This is an optimization exercise on Yosys and OpenROAD, whose aim is small area and a short achievable clock period, not a production implementation.
The RTL was checked by simulation tests, not by an equivalence proof against the original design.
Power is estimated from default activity; no workload was simulated.

==> flow/design.v (outline; a module is shown in full before it is edited, if it fits) <==
// module register: 18 lines
// module delay: 26 lines
// module multiplexer: 12 lines
// module multiplier: 11 lines
// module adder: 12 lines
// module comparator: 10 lines
// module rectifier: 10 lines
// module distortion: 1494 lines
module distortion
#(
    parameter int WIDTH = 24
)
(
    input logic clk,
    input logic reset,
    input logic enable,
    input logic [WIDTH-1:0] in,
    input logic [WIDTH-1:0] gain,
    input logic [WIDTH-1:0] threshold,
    output logic [WIDTH-1:0] out
);
  // ...
==> flow/flow/run.sh <==
#!/bin/bash
# The standard layout (standard.sh) with two changes:
#  1. after the standard synthesis, flow/fixinv.py chooses the polarity of each
#     full-adder cell so that fewer inverters sit between adders (a full adder
#     is self-dual); registers and logic function are unchanged;
#  2. buffer_ports puts plain buf_1 cells on the ports instead of the default
#     clkdlybuf4s50_1 delay buffers (every port still gets its buffer).
# Each tool's output goes to a log file here; ORFS keeps each step's log under
# orfs/logs/.
set -euo pipefail
export BUFFER_PORTS_ARGS="-buffer_cell sky130_fd_sc_hd__buf_1"
R=orfs/results/${FLOW_PLATFORM:-sky130hd}/distortion/base
bash standard.sh synth > standard_synth.log 2>&1
cp $R/1_2_yosys.v $R/1_2_yosys.std.v
python3 flow/fixinv.py $R/1_2_yosys.std.v $R/1_2_yosys.v > fixinv.log 2>&1
rm -f $R/1_synth.odb $R/1_synth.sdc
bash standard.sh > standard.log 2>&1
==> flow/flow/fixinv.py <==
#!/usr/bin/env python3
"""Move inverters around full adders in a mapped sky130 netlist.

A full adder is self-dual: FA(~a, ~b, ~c) = (~sum, ~cout). Yosys's adder
extraction leaves many single inverters between adder cells. This script
chooses, for every fa_* cell, whether it works on inverted signals, so that
as few inverters as possible are needed, then rebuilds the netlist with one
inverter per signal that still needs an inverted copy. The logic function of
every output and register input is unchanged; no register is touched.

usage: fixinv.py IN.v OUT.v
"""
import re
import sys
from collections import defaultdict

OUT_PINS = {"X", "Y", "Q", "Q_N", "SUM", "COUT", "HI", "LO", "GCLK"}
INV_RE = re.compile(r"sky130_fd_sc_hd__(inv|clkinv)_\d+$")
FA_RE = re.compile(r"sky130_fd_sc_hd__fa_\d+$")

src = open(sys.argv[1]).read()
inst_re = re.compile(r"^(\s*)(sky130_fd_sc_hd__\w+)\s+(\S+)\s*\((.*?)\);\s*$", re.S | re.M)
pin_re = re.compile(r"\.(\w+)\(\s*(.*?)\s*\)(?=\s*,|\s*$)", re.S)

hdr = src[:src.index(");")]
ports = set()
for m in re.finditer(r"^\s*(input|output)\s+(\[\d+:\d+\]\s+)?(\S+);", src, re.M):
    name = m.group(3)
    if m.group(2):
        hi, lo = map(int, re.findall(r"\d+", m.group(2)))
        for i in range(min(hi, lo), max(hi, lo) + 1):
            ports.add(f"{name}[{i}]")
    ports.add(name)

insts = []   # [type, name, [(pin, net)]]
for m in inst_re.finditer(src):
    pins = [(p, n.strip()) for p, n in pin_re.findall(m.group(4))]
    insts.append([m.group(2), m.group(3), pins, m.start(), m.end()])

driver = {}
for k, (typ, name, pins, _, _) in enumerate(insts):
    for p, n in pins:
        if p in OUT_PINS:
            driver[n] = (k, p)


def is_handled_inv(k):
    typ, name, pins, _, _ = insts[k]
    if not INV_RE.search(typ):
        return False
    d = dict(pins)
    a, y = d.get("A"), d.get("Y")
    if a is None or y is None:
        return False
    if y in ports or a == "clk" or y == "clk":
        return False
    if a.startswith("1'") or a.startswith("\\1'"):
        return False
    return True


handled = {k for k in range(len(insts)) if is_handled_inv(k)}


def resolve(net):
    """Follow handled inverters back to the base signal: (base_net, parity)."""
    q = 0
    seen = 0
    while net in driver and driver[net][0] in handled:
        k = driver[net][0]
        net = dict(insts[k][2])["A"]
        q ^= 1
        seen += 1
        if seen > 1000:
            raise SystemExit("inverter loop")
    return net, q


# consumer pins of non-handled cells
cons = []    # (inst k, pin index, base net, parity)
for k, (typ, name, pins, _, _) in enumerate(insts):
    if k in handled:
        continue
    for j, (p, n) in enumerate(pins):
        if p in OUT_PINS:
            continue
        b, q = resolve(n)
        cons.append((k, j, b, q))

fa = [k for k in range(len(insts)) if FA_RE.search(insts[k][0])]
flip = defaultdict(int)
by_src = defaultdict(list)
for c in cons:
    by_src[c[2]].append(c)
fa_inputs = defaultdict(list)
for c in cons:
    if FA_RE.search(insts[c[0]][0]):
        fa_inputs[c[0]].append(c)
X2_RE = re.compile(r"sky130_fd_sc_hd__x(n?)or2_\d+$")
# xor2/xnor2 cells: the output polarity is free (swap xor2 <-> xnor2)
x2 = [k for k in range(len(insts)) if k not in handled and X2_RE.search(insts[k][0])]
fa_outnets = defaultdict(list)
for n, (k, p) in driver.items():
    if FA_RE.search(insts[k][0]) or X2_RE.search(insts[k][0]):
        fa_outnets[k].append(n)


def fmt(n):
    return n + " " if n.startswith("\\") else n


def avail(net):
    d = driver.get(net)
    if d and (FA_RE.search(insts[d[0]][0]) or X2_RE.search(insts[d[0]][0])):
        return flip[d[0]]
    return 0


ABS_RE = re.compile(r"sky130_fd_sc_hd__(ha|xor2|xnor2)_\d+$")


def need(c):
    k, j, b, q = c
    pk = flip[k] if FA_RE.search(insts[k][0]) else 0
    return q ^ pk ^ avail(b)


def src_cost(b):
    # half adders and xor cells absorb inversions (see below), so they do not count
    return 1 if any(need(c) and not ABS_RE.search(insts[c[0]][0]) for c in by_src[b]) else 0


def local_cost(k):
    nets = set(fa_outnets[k]) | {c[2] for c in fa_inputs[k]}
    return sum(src_cost(b) for b in nets)


before = sum(src_cost(b) for b in by_src)


def greedy():
    for _ in range(50):
        changed = False
        for k in fa + x2:
            c0 = local_cost(k)
            flip[k] ^= 1
            c1 = local_cost(k)
            if c1 < c0:
                changed = True
            else:
                flip[k] ^= 1
        if not changed:
            break


# greedy descent, then simulated annealing from the best state (fixed seed)
import random
import math
rng = random.Random(1)
greedy()
cur = sum(src_cost(b) for b in by_src)
best, best_flip = cur, dict(flip)
T = 2.0
for it in range(60000):
    k = (fa + x2)[rng.randrange(len(fa) + len(x2))]
    c0 = local_cost(k)
    flip[k] ^= 1
    c1 = local_cost(k)
    d = c1 - c0
    if d <= 0 or rng.random() < math.exp(-d / T):
        cur += d
        if cur < best:
            best, best_flip = cur, dict(flip)
    else:
        flip[k] ^= 1
    T = max(0.05, T * 0.9999)
flip.clear()
flip.update(best_flip)
greedy()
# Half adders and 2-input xor cells can absorb inverted inputs by changing
# cell: HA(~a, ~b) = (a ^ b, ~(a | b)), HA(~a, b) = (~(a ^ b), ~a & b),
# xor(~a, b) = xnor(a, b). Cells that take this get new types and connect
# straight to the signals.
absorbed = set()
retype = {}      # inst k -> list of replacement cells (type, name, [(pin, net)])
HA_RE = re.compile(r"sky130_fd_sc_hd__ha_\d+$")
pins_of = defaultdict(dict)
for c in cons:
    pins_of[c[0]][insts[c[0]][2][c[1]][0]] = c
for k, (typ, name, pins, _, _) in enumerate(insts):
    if k in handled:
        continue
    d = dict(pins)
    if HA_RE.search(typ):
        ca, cb = pins_of[k].get("A"), pins_of[k].get("B")
        if ca is None or cb is None:
            continue
        na, nb = need(ca), need(cb)
        if not (na or nb):
            continue
        a, b = ca[2], cb[2]
        s_net, c_net = d.get("SUM"), d.get("COUT")
        cells = []
        if na and nb:
            if s_net:
                cells.append(("sky130_fd_sc_hd__xor2_1", name + "_x", [("A", a), ("B", b), ("X", s_net)]))
            if c_net:
                cells.append(("sky130_fd_sc_hd__nor2_1", name + "_c", [("A", a), ("B", b), ("Y", c_net)]))
        else:
            inv_, keep = (a, b) if na else (b, a)
            if s_net:
                cells.append(("sky130_fd_sc_hd__xnor2_1", name + "_x", [("A", a), ("B", b), ("Y", s_net)]))
            if c_net:
                cells.append(("sky130_fd_sc_hd__nor2b_1", name + "_c", [("A", inv_), ("B_N", keep), ("Y", c_net)]))
        retype[k] = cells
        absorbed.add(ca)
        absorbed.add(cb)
    elif X2_RE.search(typ):
        ca, cb = pins_of[k].get("A"), pins_of[k].get("B")
        if ca is None or cb is None:
            continue
        na, nb = need(ca), need(cb)
        if not (na or nb or flip[k]):
            continue
        xnor = X2_RE.search(typ).group(1) == "n"
        if na ^ nb ^ flip[k]:
            xnor = not xnor
        onet = d.get("Y") if "Y" in d else d.get("X")
        if xnor:
            cells = [("sky130_fd_sc_hd__xnor2_1", name, [("A", ca[2]), ("B", cb[2]), ("Y", onet)])]
        else:
            cells = [("sky130_fd_sc_hd__xor2_1", name, [("A", ca[2]), ("B", cb[2]), ("X", onet)])]
        retype[k] = cells
        absorbed.add(ca)
        absorbed.add(cb)

need_plain = need


def need(c):
    return 0 if c in absorbed else need_plain(c)


def src_cost(b):
    return 1 if any(need(c) for c in by_src[b]) else 0


after = sum(src_cost(b) for b in by_src)
print(f"fixinv: {len(retype)} half adders / xor cells rewritten", file=sys.stderr)
print(f"fixinv: {len(handled)} inverters before, {after} after "
      f"(base signals needing an inverted copy: {before} -> {after}); "
      f"{sum(flip[k] for k in fa)} of {len(fa)} adders and {sum(flip[k] for k in x2)} of {len(x2)} xor cells flipped", file=sys.stderr)

# rebuild
newnet = {}
extra = []
cnt = 0
for b in sorted(by_src):
    if src_cost(b):
        cnt += 1
        nn = f"_fixinv_n{cnt}_"
        newnet[b] = nn
        extra.append((nn, f"  sky130_fd_sc_hd__inv_1 _fixinv_i{cnt}_ (\n    .A({fmt(b)}),\n    .Y({nn})\n  );\n"))
newpins = {}
for c in cons:
    k, j, b, q = c
    newpins[(k, j)] = newnet[b] if need(c) else b

out = []
pos = 0
for k, (typ, name, pins, s, e) in enumerate(insts):
    out.append(src[pos:s])
    pos = e
    if k in handled:
        continue
    if k in retype:
        blocks = []
        for t2, n2, p2 in retype[k]:
            blocks.append(f"  {t2} {fmt(n2)} (\n" + ",\n".join(f"    .{p}({fmt(n)})" for p, n in p2) + "\n  );")
        out.append("\n".join(blocks))
        continue
    lines = []
    for j, (p, n) in enumerate(pins):
        lines.append(f"    .{p}({fmt(newpins.get((k, j), n))})")
    out.append(f"  {typ} {name} (\n" + ",\n".join(lines) + "\n  );")
tail = src[pos:]
out.append(tail)
text = "".join(out)
decl = "".join(f"  wire {nn};\n" for nn, _ in extra)
cells = "".join(c for _, c in extra)
i = text.rindex("endmodule")
text = text[:i] + cells + text[i:]
j = text.index("  wire ")
text = text[:j] + decl + text[j:]
open(sys.argv[2], "w").write(text)
==> flow/standard.sh <==
#!/bin/bash
# synth_recipe.tcl (not shown) runs the flow's synth.tcl, then flattens the netlist and writes it again
# the make line also repeats each setting of config.mk as NAME=value (left out here)
make -C /OpenROAD-flow-scripts/flow DESIGN_CONFIG=/design/flow/config.mk WORK_HOME=/design/flow/orfs CLKGATE_MAP_FILE= SYNTH_SCRIPT=/design/flow/synth_recipe.tcl "${@:-finish}"
==> flow/config.mk <==
export PLATFORM = sky130hd
export DESIGN_NAME = distortion
export DESIGN_NICKNAME = distortion
export VERILOG_FILES = /design/flow/design.v
export SDC_FILE = /design/flow/constraint.sdc
export NUM_CORES = 4
export LEC_CHECK = 0
export CAP_MARGIN = 20
export CORE_MARGIN = 2
export CORE_UTILIZATION = 60
export CTS_BUF_LIST = sky130_fd_sc_hd__clkbuf_4 sky130_fd_sc_hd__clkbuf_8
export CTS_CLUSTER_SIZE = 20
export SETUP_SLACK_MARGIN = 4.4
export SLEW_MARGIN = 20
export TNS_END_PERCENT = 0
==> flow/constraint.sdc <==
create_clock -name core_clock -period 7.5 [get_ports {clk}]
set_input_delay 1.5000 -clock core_clock [delete_from_list [all_inputs] [get_ports {clk}]]
set_output_delay 1.5000 -clock core_clock [all_outputs]
set_load 0.01 [all_outputs]
==> impl_metrics.json, run 1 <==
{
  "status": "complete, no violations",
  "critPathArrivalTime_ns": 3.77,
  "post_cts_buffers": 64,
  "seq_power_mw": 2.79,
  "hold-worst-slack_ns": 0.475,
  "post_cts_resized": 34,
  "rsz0062_at_grt": "true",
  "path_buf_inv": 0,
  "p_sw_mw": 4.97,
  "wirelength_mm": 61.6,
  "design.seq.count": 237,
  "hold_buffers": 0,
  "wl_per_cell_um": 24.5,
  "syn_area_um2": 21900,
  "grt_overflow": 0,
  "p_leak_nw": 9.24,
  "worst_path_max_delay_cell": "or4_4",
  "maxPowerGroup": "combinational logic",
  "cts_max_level": 2,
  "seq_area_share_pct": 28.6,
  "core.rowCount": 69,
  "met2_usage_pct": 49.4,
  "final_max_slew_viol_count": 0,
  "r2r_end": "out[21]$_DFFE_PP0P_",
  "slowest_delay_ns": 0.49,
  "pwr-share-seq_pct": 24.2,
  "io_pins": 99,
  "use_met3_pct": 9.61,
  "first_pass_iters": 7,
  "inverters": 84,
  "synth_fp_nets": 2305,
  "drc": 0,
  "p_int_mw": 6.58,
  "critPathCapture": "out[21]$_DFFE_PP0P_",
  "topRoutingLayerUsed": "met4",
  "dominant-cell-class": "multi-input combinational cells",
  "root_buffer": "clkbuf_8",
  "fin_setup_tns_ns": 0,
  "layout_common_cells": "282 x xnor2_1, 271 x a22oi_1, 239 x fa_1",
  "finalNetCount": 2395,
  "finalNonFillerCells": 2512
}
==> run 2: changes to the inputs <==
--- a/flow/config.mk
+++ b/flow/config.mk
@@ -11,5 +11,5 @@
 export CTS_BUF_LIST = sky130_fd_sc_hd__clkbuf_4 sky130_fd_sc_hd__clkbuf_8
 export CTS_CLUSTER_SIZE = 20
-export SETUP_SLACK_MARGIN = 4.4
+export SETUP_SLACK_MARGIN = 4.0
 export SLEW_MARGIN = 20
 export TNS_END_PERCENT = 0
==> run 2 against run 1 <==
Setup slack got worse by 0.25 ns. Sequential share of layout area increased by 0.77 points. Critical path depth decreased by 3. Global-route usage decreased by 0.44 points. Area after synthesis unchanged. Flip-flop and latch count unchanged. Total power decreased by 3.6%. Combinational power decreased by 5.6%. Critical endpoint is now r2[46]$_DFFE_PP_. Largest cell class unchanged.
==> impl_metrics.json, run 2 <==
{
  "power.total_mw": 11.1,
  "antenna_found_initial": 0,
  "largest_register_ffs": 101,
  "hold_violations": 0,
  "area_growth_pct": 8.52,
  "die_area_um2": 38000,
  "hold_buffers": 0,
  "ir_drop_mv": 0.302,
  "core.rowCount": 69,
  "worst_pin_slew_ns": 0.970,
  "first_global_vias": 16200,
  "drive_above_1_share_pct": 8.64,
  "fp.dieH_um": 195,
  "critPathLaunchType": "register",
  "r2r_slack_ns": 3.93,
  "p_leak_nw": 8.98,
  "drt_iter0_drc": 1839,
  "grt_use_total_pct": 32.3,
  "design.core.area_um2": 35700,
  "cap_violations": 0,
  "cts.reportedPaths.clkPinSlew_ns": 0.06,
  "cts_sinks": 237,
  "layout_common_cells": "282 x xnor2_1, 273 x a22oi_1, 241 x fa_1",
  "syn_area_um2": 21900,
  "largest_register": "r2",
  "setup_violations": 0,
  "grt_max_degree": 72,
  "layout_min_cycle_time_ns": 3.57,
  "hp-start": "v1$_DFFE_PP0P_",
  "wirelength_mm": 59.9,
  "syn-instance-count": 1928,
  "gp_congestion": 0.867,
  "grt_overflow": 0,
  "cts_tree": "done",
  "cts_buffers": 44,
  "layout_commonest_cell": "xnor2_1",
  "required_ns": 7.84,
  "fin_setup_tns_ns": 0,
  "wl_per_cell_um": 24.2,
  "portBuffers": 98,
  "slew_headroom_pct": 35.4,
  "io_pins": 99,
  "root_buffer": "clkbuf_8",
  "fmax_mhz": 280,
  "rsz0062_at_grt": "true",
  "final_max_slew_viol_count": 0,
  "critPathArrivalTime_ns": 3.91,
  "start_util_pct": 61.2,
  "detailed_place_hpwl_mm": 39.0,
  "clk_latency_ns": 0.61,
  "ys_warn_count": 1,
  "cts_buffer_depth": 3,
  "finClkSkew_ns": 0.0304,
  "vias": 15700,
  "syn_avg_cell_area_um2": 11.3,
  "status": "complete, no violations",
  "startpoint": "b_one[6]$_DFFE_PP_",
  "r2r_start": "b_one[6]$_DFFE_PP_",
  "die_width_um": 195,
  "fin_crit_sh_pct": 47.6,
  "cp-end-kind": "register",
  "cts_max_level": 2,
  "synth_fp_nets": 2305,
  "drc": 0,
  "finalNetCount": 2357,
  "hp-class": "reg -> reg",
  "crit_fanout": 14,
  "antenna_cells": 0,
  "ant_nets": 0,
  "first_pass_iters": 7,
  "grt_pass1_wl_mm": 93.4,
  "critPathKind": "reg -> reg",
  "powerDensity_nw_per_um2": 469,
  "avgViaCountPerCell": 6.34
}
run 2: critical path, cell delays in order, from the launching register on:
cell and delay [ns]:
edfxtp_1 0.95, a22oi_1 0.22, xor2_1 0.22, fa_1 0.45, fa_1 0.47, fa_1 0.56
fa_1 0.43
run 2: cell type report:
type / instances / area [um^2]
Multi-Input combinational cell: 1436 / 13900
Fill cell: 2801 / 12000
Sequential cell: 237 / 6980
Timing Repair Buffer: 177 / 1030
Clock buffer: 57 / 716
Tap cell: 461 / 577
Inverter: 84 / 319
Clock inverter: 23 / 164
run 2: per-stage QoR:
stage	setup slack (ns)	hold slack (ns)	area [um^2]	util (%)	cells
final	3.93	0.471	23700	66.4	2475
after global routing	3.87	0.509	23700	66.4	2475
after CTS	3.91	0.470	23600	65.9	2459
after detailed placement	3.39	0.455	22600	63.1	2366
after global placement	3.43	0.448	22500	63.0	2364
after floorplan	4.02	0.431	21900	-	1928
run 2: layer usage:
metal  share of wire, %  track usage [%]
met1                 41             45.4
met2                 43             47.8
met3                 12             9.77
met4                3.2             11.7
met5                  0                0
run 2: final timing paths:
kind | cells past startpoint | to
worst min-delay path | 1 | v1$_DFFE_PP0P_
min in group asynchronous | 2 | out[22]$_DFFE_PP0P_
worst min register to register | 1 | v1$_DFFE_PP0P_
worst max-delay path | 6 | r2[46]$_DFFE_PP_
max in group asynchronous | 2 | out[4]$_DFFE_PP0P_
worst max register to register | 6 | r2[46]$_DFFE_PP_
run 2: timing repair:
item,4_1_cts,5_1_grt
setup buffers,13,16
gates resized for setup,2,5
pin swaps,0,2
setup endpoints to repair,85,65
run 2: where the power goes:
group | internal (mW) | switching, mW
sequential | 2.48 | 0.337
combinational | 3.15 | 3.91
clock | 0.696 | 0.562
==> run 3: changes to the inputs <==
--- a/flow/config.mk
+++ b/flow/config.mk
@@ -11,5 +11,5 @@
 export CTS_BUF_LIST = sky130_fd_sc_hd__clkbuf_4 sky130_fd_sc_hd__clkbuf_8
 export CTS_CLUSTER_SIZE = 20
-export SETUP_SLACK_MARGIN = 4.0
+export SETUP_SLACK_MARGIN = 4.2
 export SLEW_MARGIN = 20
 export TNS_END_PERCENT = 0
==> run 3 against run 2 <==
Still clean. Register-to-register slack improved by 0.28 ns. Fmax grew 8.6%. Area after synthesis unchanged. Utilization grew 1.9 points. Flip-flop and latch count stayed put. First-iteration DRC count fell by 17%. Clock power hardly changed. Routed wire length increased by 1.2%. Sequential share of layout area decreased by 0.83 points. Via count is 1.7% higher.
==> impl_metrics.json, run 3 <==
{
  "status": "complete, no violations",
  "regArea_um2": 6980,
  "gp_congestion": 0.875,
  "reg2reg_depth": 7,
  "slowest_delay_ns": 0.59,
  "layout_min_cycle_time_ns": 3.29,
  "place_ws_ns": 3.44,
  "syn_area_um2": 21900,
  "r2r_start": "d[23]$_DFFE_PP_",
  "antenna_found_initial": 1,
  "setup_violations": 0,
  "whs_path_depth": 1,
  "wl_per_cell_um": 24.1,
  "slew_headroom_pct": 36.1,
  "grt_most_used_layer": "met2",
  "largest_register_ffs": 101,
  "layout_common_cells": "279 x xnor2_1, 271 x a22oi_1, 239 x fa_1",
  "final_max_slew_viol_count": 0,
  "cp_cell_sequence": "buf_4 -> a22oi_1 -> xnor2_1 -> fa_1 -> fa_1 -> fa_1 -> fa_1",
  "worst_pin_slew_ns": 0.958,
  "p_leak_nw": 9.27,
  "critPathArrivalTime_ns": 3.65,
  "r2r_end": "r2[43]$_DFFE_PP_",
  "cap_violations": 0,
  "ys_warn_count": 1,
  "detailed_place_hpwl_mm": 38.7,
  "crit_fanout": 10,
  "required_ns": 7.86,
  "use_met3_pct": 10.3,
  "cts_buffers": 43,
  "setup_ws_ns": 4.21,
  "first_pass_iters": 7,
  "start_util_pct": 61.2,
  "io_pins": 99,
  "pwr-share-seq_pct": 24.5,
  "critPathKind": "reg -> reg",
  "grt_pass1_wl_mm": 93.7,
  "p_sw_mw": 4.88,
  "critPathLaunchType": "register",
  "avgViaCountPerCell": 6.34,
  "finalNonFillerCells": 2515,
  "first_global_vias": 16200,
  "worst_path_max_delay_cell": "fa_1",
  "syn_avg_cell_area_um2": 11.3,
  "syn-instance-count": 1928,
  "combPwrFrac_pct": 64.4,
  "synth_fp_nets": 2305,
  "vias": 16000,
  "cts_max_level": 2,
  "multi_input_area_um2": 14100,
  "drc": 0,
  "dp.cells": 2367,
  "area_growth_pct": 11.7,
  "design.core.area_um2": 35700,
  "cts_buffer_depth": 3,
  "drt_iter0_drc": 1518,
  "use_met1_pct": 45.6,
  "grt_use_total_pct": 32.4,
  "layout_commonest_cell": "xnor2_1",
  "clk_latency_ns": 0.64,
  "fin_crit_sh_pct": 43.8,
  "cp-end-kind": "register",
  "num-fill-cells": 2717,
  "pwr-share-clk_pct": 11.2,
  "final_area_um2": 24400,
  "p_int_mw": 6.53,
  "hold_violations": 0,
  "drive_above_1_share_pct": 11.9,
  "cp_common_cell": "fa_1",
  "cts_tree": "done",
  "cts.reportedPaths.clkPinSlew_ns": 0.06,
  "die_width_um": 195,
  "met2_usage_pct": 47.8,
  "fp.dieH_um": 195,
  "hold_buffers": 0,
  "grt_overflow": 0,
  "finalNetCount": 2398,
  "min_to": "v1$_DFFE_PP0P_",
  "hp-start": "v1$_DFFE_PP0P_",
  "root_buffer": "clkbuf_8",
  "hold-worst-slack_ns": 0.482,
  "switching_share_pct": 42.8,
  "r2r_slack_ns": 4.21,
  "rsz0062_at_grt": "true",
  "largest_register": "r2",
  "die_area_um2": 38000,
  "powerDensity_nw_per_um2": 467,
  "ant_nets": 0,
  "hp-class": "reg -> reg",
  "fin_setup_tns_ns": 0,
  "wirelength_mm": 60.6,
  "finClkSkew_ns": 0.0399,
  "fmax_mhz": 304,
  "grt_max_degree": 77,
  "place_area_um2": 22600,
  "cts_sinks": 237,
  "ir_drop_mv": 0.269,
  "portBuffers": 98,
  "core.rowCount": 69
}
==> run 3: power by group through the flow <==
stage,Clock (mW),Sequential [mW],Combinational (mW)
after floorplan,0,2.76,4.93
after global placement,0,2.85,6.64
after detailed placement,0,2.86,6.82
after CTS,1.31,2.79,7.00
after global routing,1.36,2.85,8.28
final,1.27,2.79,7.35
==> run 3: layout make-up <==
type,instances,area share (%)
antenna,1,0.0102
sequential,237,28.6
tap,461,2.36
clock buffer,63,3.06
timing repair buffer,219,6.30
inverter,84,1.32
clock inverter,14,0.528
multi-input combinational,1436,57.8
==> run 3: worst max-delay path, delay by kind of cell, from the launching register on <==
kind                       cells  cell delay [ns]
DFF                            1             0.45
adders and majority gates      4             2.03
xor gates and xnor gates       1             0.13
AOI/OAI and AO/OA              1             0.22
buffers and inverters          1             0.23
==> run 3: layer usage <==
metal	up-vias	part of all wire (%)	wire length (um)
met4	0	3.1	1910
li1	6929	-	-
met3	150	12	7290
met2	933	43	26200
met5	-	0	0
met1	7944	42	25200
==> run 3: worst max-delay path by stage <==
stage | end | cells past startpoint | start
after global routing | x[22]$_DFFE_PP_ | 13 | r2[21]$_DFFE_PP_
after floorplan | r2[52]$_DFFE_PP_ | 7 | b_neg[2]$_DFFE_PP_
final | r2[43]$_DFFE_PP_ | 7 | d[23]$_DFFE_PP_
after CTS | r2[52]$_DFFE_PP_ | 6 | d[22]$_DFFE_PP_
after detailed placement | r2[52]$_DFFE_PP_ | 6 | b_neg[4]$_DFFE_PP_
after global placement | r2[70]$_DFFE_PP_ | 6 | b_neg[4]$_DFFE_PP_
==> run 3: what timing repair did <==
| item | in CTS | in global routing |
|---|---|---|
| setup buffers | 36 | 34 |
| pin swaps | 3 | 15 |
| resized for setup | 7 | 55 |
| setup endpoints to repair | 82 | 72 |
==> run 3: metrics by stage <==
step | total power [mW] | util (%)
after floorplan | 7.69 | -
after global placement | 9.49 | 63.1
after detailed placement | 9.68 | 63.2
after CTS | 11.1 | 66.8
after global routing | 12.5 | 68.3
final | 11.4 | 68.3
==> run 4: changes to the inputs <==
--- a/flow/config.mk
+++ b/flow/config.mk
@@ -6,5 +6,5 @@
 export NUM_CORES = 4
 export LEC_CHECK = 0
-export CAP_MARGIN = 20
+export CAP_MARGIN = 5
 export CORE_MARGIN = 2
 export CORE_UTILIZATION = 60
@@ -12,4 +12,4 @@
 export CTS_CLUSTER_SIZE = 20
 export SETUP_SLACK_MARGIN = 4.2
-export SLEW_MARGIN = 20
+export SLEW_MARGIN = 5
 export TNS_END_PERCENT = 0
==> run 4 against run 3 <==
Hold slack is essentially flat. Total power shrank 0.69%. Design area shrank 0.30%. Sequential share of layout area grew 0.087 points. Clock power shrank 3%. Fmax shrank 0.92%. Die area is the same. Critical endpoint is now r2[52]$_DFFE_PP_.
==> impl_metrics.json, run 4 <==
{
  "slowest_delay_ns": 0.52,
  "cts_tree": "done",
  "place_ws_ns": 3.43,
  "status": "complete, no violations",
  "hold_violations": 0,
  "critPathCapture": "r2[52]$_DFFE_PP_",
  "setup_violations": 0,
  "powerDensity_nw_per_um2": 465,
  "drc": 0,
  "power.total_mw": 11.3,
  "cts_sinks": 237,
  "setup_ws_ns": 4.18,
  "r2r_slack_ns": 4.18,
  "finClkSkew_ns": 0.0373,
  "cts_buffer_depth": 3,
  "hp-class": "reg -> reg",
  "critPathLaunchType": "register",
  "fmax_mhz": 301,
  "syn_avg_cell_area_um2": 11.3,
  "grt_max_degree": 77,
  "largest_register_ffs": 101,
  "wirelength_mm": 60.5,
  "die_area_um2": 38000,
  "first_pass_iters": 9,
  "vias": 15800,
  "reg2reg_depth": 7,
  "antenna_cells": 0,
  "io_pins": 99,
  "fp.dieH_um": 195,
  "syn-instance-count": 1928,
  "fin_crit_sh_pct": 44.2,
  "startpoint": "b_two[3]$_DFFE_PP_",
  "gp_congestion": 0.875,
  "portBuffers": 98,
  "start_util_pct": 61.2,
  "ys_warn_count": 1,
  "antenna_found_initial": 0,
  "worst_path_max_delay_cell": "fa_1",
  "fin_setup_tns_ns": 0,
  "grt_use_total_pct": 32.5,
  "p_leak_nw": 9.23,
  "layout_common_cells": "277 x xnor2_1, 268 x a22oi_1, 237 x fa_1",
  "area_growth_pct": 11.3,
  "slew_headroom_pct": 29.7,
  "clk_latency_ns": 0.61,
  "cp_cell_sequence": "buf_4 -> a22oi_1 -> xnor2_1 -> fa_1 -> fa_1 -> fa_1 -> fa_1",
  "cap_violations": 0,
  "first_global_vias": 16200,
  "avgViaCountPerCell": 6.31,
  "drive_above_1_share_pct": 11.4,
  "die_width_um": 195,
  "design.core.area_um2": 35700,
  "r2r_start": "b_two[3]$_DFFE_PP_",
  "layout_min_cycle_time_ns": 3.32,
  "cts_max_level": 2,
  "ant_nets": 0,
  "grt_pass1_wl_mm": 94.3,
  "ir_drop_mv": 0.308,
  "cp-end-kind": "register",
  "wl_per_cell_um": 24.1,
  "crit_fanout": 24,
  "detailed_place_hpwl_mm": 38.4,
  "layout_commonest_cell": "xnor2_1",
  "syn_area_um2": 21900,
  "cts.reportedPaths.clkPinSlew_ns": 0.06,
  "largest_register": "r2",
  "required_ns": 7.84,
  "worst_pin_slew_ns": 1.05,
  "cts_buffers": 43,
  "synth_fp_nets": 2305,
  "critPathArrivalTime_ns": 3.66,
  "r2r_end": "r2[52]$_DFFE_PP_",
  "critPathKind": "reg -> reg",
  "cp_common_cell": "fa_1",
  "grt_overflow": 0,
  "final_max_slew_viol_count": 0,
  "drt_iter0_drc": 1661,
  "core.rowCount": 69,
  "rsz0062_at_grt": "true",
  "finalNetCount": 2390,
  "root_buffer": "clkbuf_8"
}
[run 4: how the worst min path moves through the flow]
stage	startpoint	end	cells past startpoint
3_5_place_dp	v1$_DFFE_PP0P_	v1$_DFFE_PP0P_	1
5_1_grt	v1$_DFFE_PP0P_	v1$_DFFE_PP0P_	1
2_1_floorplan	v1$_DFFE_PP0P_	v1$_DFFE_PP0P_	1
3_3_place_gp	v1$_DFFE_PP0P_	v1$_DFFE_PP0P_	1
6_report	v1$_DFFE_PP0P_	v1$_DFFE_PP0P_	1
4_1_cts	v1$_DFFE_PP0P_	v1$_DFFE_PP0P_	1
[run 4: power breakdown]
group / switching (mW) / leakage [nW] / internal [mW]
clock: 0.562 / 0.447 / 0.671
combinational: 4.00 / 6.41 / 3.31
sequential: 0.314 / 2.37 / 2.48
total: 4.87 / 9.23 / 6.46
[run 4: timing repair]
action	CTS	global route
setup endpoints to repair	85	61
pin swaps	3	13
buffers inserted	44	20
hold buffers	0	0
resized for setup	16	50
[run 4: per-layer routing]
metal | vias up | global-route usage (%) | share of wire, %
li1 | 6911 | - | -
met1 | 7806 | 45.7 | 42
met2 | 938 | 48.5 | 43
met3 | 156 | 9.63 | 12
met4 | 2 | 10.7 | 3.0
met5 | - | 1.28 | 0.11
[run 4: worst max-delay path: cells and delay by family, from the launching register on]
family | cells | cell delay, ns
compound gates | 1 | 0.18
xor+xnor | 1 | 0.31
fa+ha+maj | 4 | 1.90
buf+inv | 1 | 0.33
flops | 1 | 0.32
[run 4: stage by stage]
step,cell area [um^2],std cells,utilization [%],hold WS [ns]
2_1_floorplan,21900,1928,-,0.431
4_1_cts,24000,2487,67.0,0.480
3_3_place_gp,22500,2365,63.1,0.450
6_report,24400,2507,68.1,0.482
3_5_place_dp,22500,2365,63.1,0.458
5_1_grt,24400,2507,68.1,0.524
[run 4: area by class of cell]
type	count	area, um^2
inverters	84	323
fillers	2689	11400
flip-flops and latches	237	6980
multi-input cells	1436	14100
well taps	461	577
clock buffers	60	738
repair buffers	211	1470
clock inverters	18	113
==> run 5: changes to the inputs <==
--- a/flow/config.mk
+++ b/flow/config.mk
@@ -6,5 +6,5 @@
 export NUM_CORES = 4
 export LEC_CHECK = 0
-export CAP_MARGIN = 5
+export CAP_MARGIN = 10
 export CORE_MARGIN = 2
 export CORE_UTILIZATION = 60
@@ -12,4 +12,4 @@
 export CTS_CLUSTER_SIZE = 20
 export SETUP_SLACK_MARGIN = 4.2
-export SLEW_MARGIN = 5
+export SLEW_MARGIN = 10
 export TNS_END_PERCENT = 0
==> run 5 against run 4 <==
Still clean on timing, DRC and antenna. Die area unchanged. Fmax unchanged. Flip-flop and latch count unchanged. Hold slack unchanged. Clock-buffer cell count unchanged. Critical path depth unchanged. Clock power about the same. Critical endpoint unchanged. Largest power group unchanged. Setup slack unchanged. Design area unchanged. Total power unchanged. Global-route usage unchanged. Non-clock buffer count unchanged.
==> impl_metrics.json, run 5 <==
{
  "root_buffer": "clkbuf_8",
  "finalNetCount": 2390,
  "syn_area_um2": 21900,
  "r2r_slack_ns": 4.18,
  "critPathKind": "reg -> reg",
  "hold_violations": 0,
  "setup_violations": 0,
  "power.total_mw": 11.3,
  "start_util_pct": 61.2,
  "hold-worst-slack_ns": 0.482,
  "grt_use_total_pct": 32.5,
  "synth_fp_nets": 2305,
  "clk_latency_ns": 0.61,
  "syn_avg_cell_area_um2": 11.3,
  "largest_register": "r2",
  "hold_buffers": 0,
  "cts_buffer_depth": 3,
  "drive_above_1_share_pct": 11.4,
  "area_growth_pct": 11.3,
  "cts_tree": "done",
  "grt_overflow": 0,
  "cp_common_cell": "fa_1",
  "antenna_found_initial": 0,
  "critPathCapture": "r2[52]$_DFFE_PP_",
  "cts_buffers": 43,
  "grt_pass1_wl_mm": 94.3,
  "fp.dieH_um": 195,
  "fmax_mhz": 301,
  "rsz0062_at_grt": "true",
  "wl_per_cell_um": 24.1,
  "syn-instance-count": 1928,
  "slew_headroom_pct": 29.7,
  "detailed_place_hpwl_mm": 38.4,
  "first_pass_iters": 9,
  "ant_nets": 0,
  "layout_min_cycle_time_ns": 3.32,
  "cap_violations": 0,
  "cp.depth": 7,
  "num-fill-cells": 2689,
  "final_core_util_pct": 68.1,
  "die_width_um": 195,
  "layout_commonest_cell": "xnor2_1",
  "cts_max_level": 2,
  "critPathLaunchType": "register",
  "drt_iter0_drc": 1661,
  "cp-end-kind": "register",
  "largest_register_ffs": 101,
  "p_leak_nw": 9.23,
  "first_global_vias": 16200,
  "critPathArrivalTime_ns": 3.66,
  "ys_warn_count": 1,
  "portBuffers": 98,
  "fin_crit_sh_pct": 44.2,
  "die_area_um2": 38000,
  "drc": 0,
  "powerDensity_nw_per_um2": 465,
  "r2r_start": "b_two[3]$_DFFE_PP_",
  "layout_common_cells": "277 x xnor2_1, 268 x a22oi_1, 237 x fa_1",
  "core.rowCount": 69,
  "avgViaCountPerCell": 6.31,
  "vias": 15800,
  "slowest_delay_ns": 0.52,
  "dp.cells": 2365,
  "crit_fanout": 24,
  "hp-class": "reg -> reg",
  "critical-path-top-delay-family": "adder cells",
  "finalNonFillerCells": 2507,
  "r2r_end": "r2[52]$_DFFE_PP_",
  "io_pins": 99,
  "grt_max_degree": 77,
  "required_ns": 7.84,
  "cp_cell_sequence": "buf_4 -> a22oi_1 -> xnor2_1 -> fa_1 -> fa_1 -> fa_1 -> fa_1",
  "design.core.area_um2": 35700,
  "path_buf_inv": 1,
  "cts_sinks": 237,
  "wirelength_mm": 60.5,
  "fin_setup_tns_ns": 0,
  "status": "complete, no violations",
  "startpoint": "b_two[3]$_DFFE_PP_",
  "gp_congestion": 0.875,
  "worst_pin_slew_ns": 1.05,
  "reg2reg_depth": 7,
  "antenna_cells": 0,
  "worst_path_max_delay_cell": "fa_1",
  "finClkSkew_ns": 0.0373,
  "ir_drop_mv": 0.308,
  "final_max_slew_viol_count": 0,
  "cts.reportedPaths.clkPinSlew_ns": 0.06
}
-- run 5: worst min-delay path by stage --
stage                    from              to  cells past startpoint
3_5_place_dp   v1$_DFFE_PP0P_  v1$_DFFE_PP0P_                      1
2_1_floorplan  v1$_DFFE_PP0P_  v1$_DFFE_PP0P_                      1
6_report       v1$_DFFE_PP0P_  v1$_DFFE_PP0P_                      1
3_3_place_gp   v1$_DFFE_PP0P_  v1$_DFFE_PP0P_                      1
4_1_cts        v1$_DFFE_PP0P_  v1$_DFFE_PP0P_                      1
5_1_grt        v1$_DFFE_PP0P_  v1$_DFFE_PP0P_                      1
-- run 5: repair_timing --
| item | in CTS | in global routing |
|---|---|---|
| gates resized for setup | 16 | 50 |
| setup buffers | 44 | 20 |
| setup endpoints to repair | 85 | 61 |
| pin swaps | 3 | 13 |
-- run 5: stage by stage --
stage               area (um^2)  setup slack (ns)
detailed placement        22500              3.43
global route              24400              4.14
floorplan                 21900              4.07
global placement          22500              3.49
finish                    24400              4.18
CTS                       24000              4.16
-- run 5: layout make-up --
class	count	area, um^2	share of cell area [%]
clock inverters	18	113	0.462
inverters	84	323	1.33
multi-input cells	1436	14100	58.1
repair buffers	211	1470	6.05
flip-flops and latches	237	6980	28.7
well taps	461	577	2.37
clock buffers	60	738	3.03
-- run 5: routing by layer --
metal  GRT usage, %  part of all wire (%)  vias to the layer above
li1               -                     -                     6911
met2           48.5                    43                      938
met5           1.28                  0.11                        -
met3           9.63                    12                      156
met1           45.7                    42                     7806
met4           10.7                   3.0                        2
-- run 5: power by group --
group / switching (mW) / internal (mW) / total (mW) / leakage (nW)
sequential: 0.314 / 2.48 / 2.80 / 2.37
combinational: 4.00 / 3.31 / 7.30 / 6.41
clock: 0.562 / 0.671 / 1.23 / 0.447
-- run 5: worst reg2reg max path, delay by kind of cell, from the launching register on --
family	cells	cell delay, ns
adders and majority gates	4	1.90
xor gates and xnor gates	1	0.31
buffers and inverters	1	0.33
AOI/OAI and AO/OA	1	0.20
DFF	1	0.32

==> re-timing with driven ports <==
How much do the figures lean on ideal ports? The routed layouts below were timed once more, with nothing changed but the port constraints.
Step 1 sets driving cells, clkbuf_16 on the clock port and buf_2 on the other inputs (assumed; they add their load-dependent delay and slew).
Step 2 moves the port delays by t, midway between the first and last clock arrival at a register: inputs arrive t later, outputs are due t later. That takes back most of the time a late clock gives input paths.
Slacks: ideal ports / drivers / drivers and shift; pairs: ideal ports / drivers.
run | t (ns) | setup slack, ns | worst setup path at the end | slew at the worst register clock pin (ns)
run 1 | 0.667 | 4.184 / 4.184 / 3.749 | input to register | 0.07 / 0.07
run 2 | 0.646 | 3.931 / 3.931 / 3.931 | register to register | 0.07 / 0.07
run 3 | 0.667 | 4.213 / 4.213 / 4.213 | register to register | 0.07 / 0.07
run 4 | 0.639 | 4.183 / 4.183 / 4.183 | register to register | 0.07 / 0.07
run 5 | 0.639 | 4.183 / 4.183 / 4.183 | register to register | 0.07 / 0.07
After both steps every run listed still meets setup and hold. For run 1, which loses most, drivers alone change the setup slack by 0.000 ns; drivers and shift together by -0.435 ns.
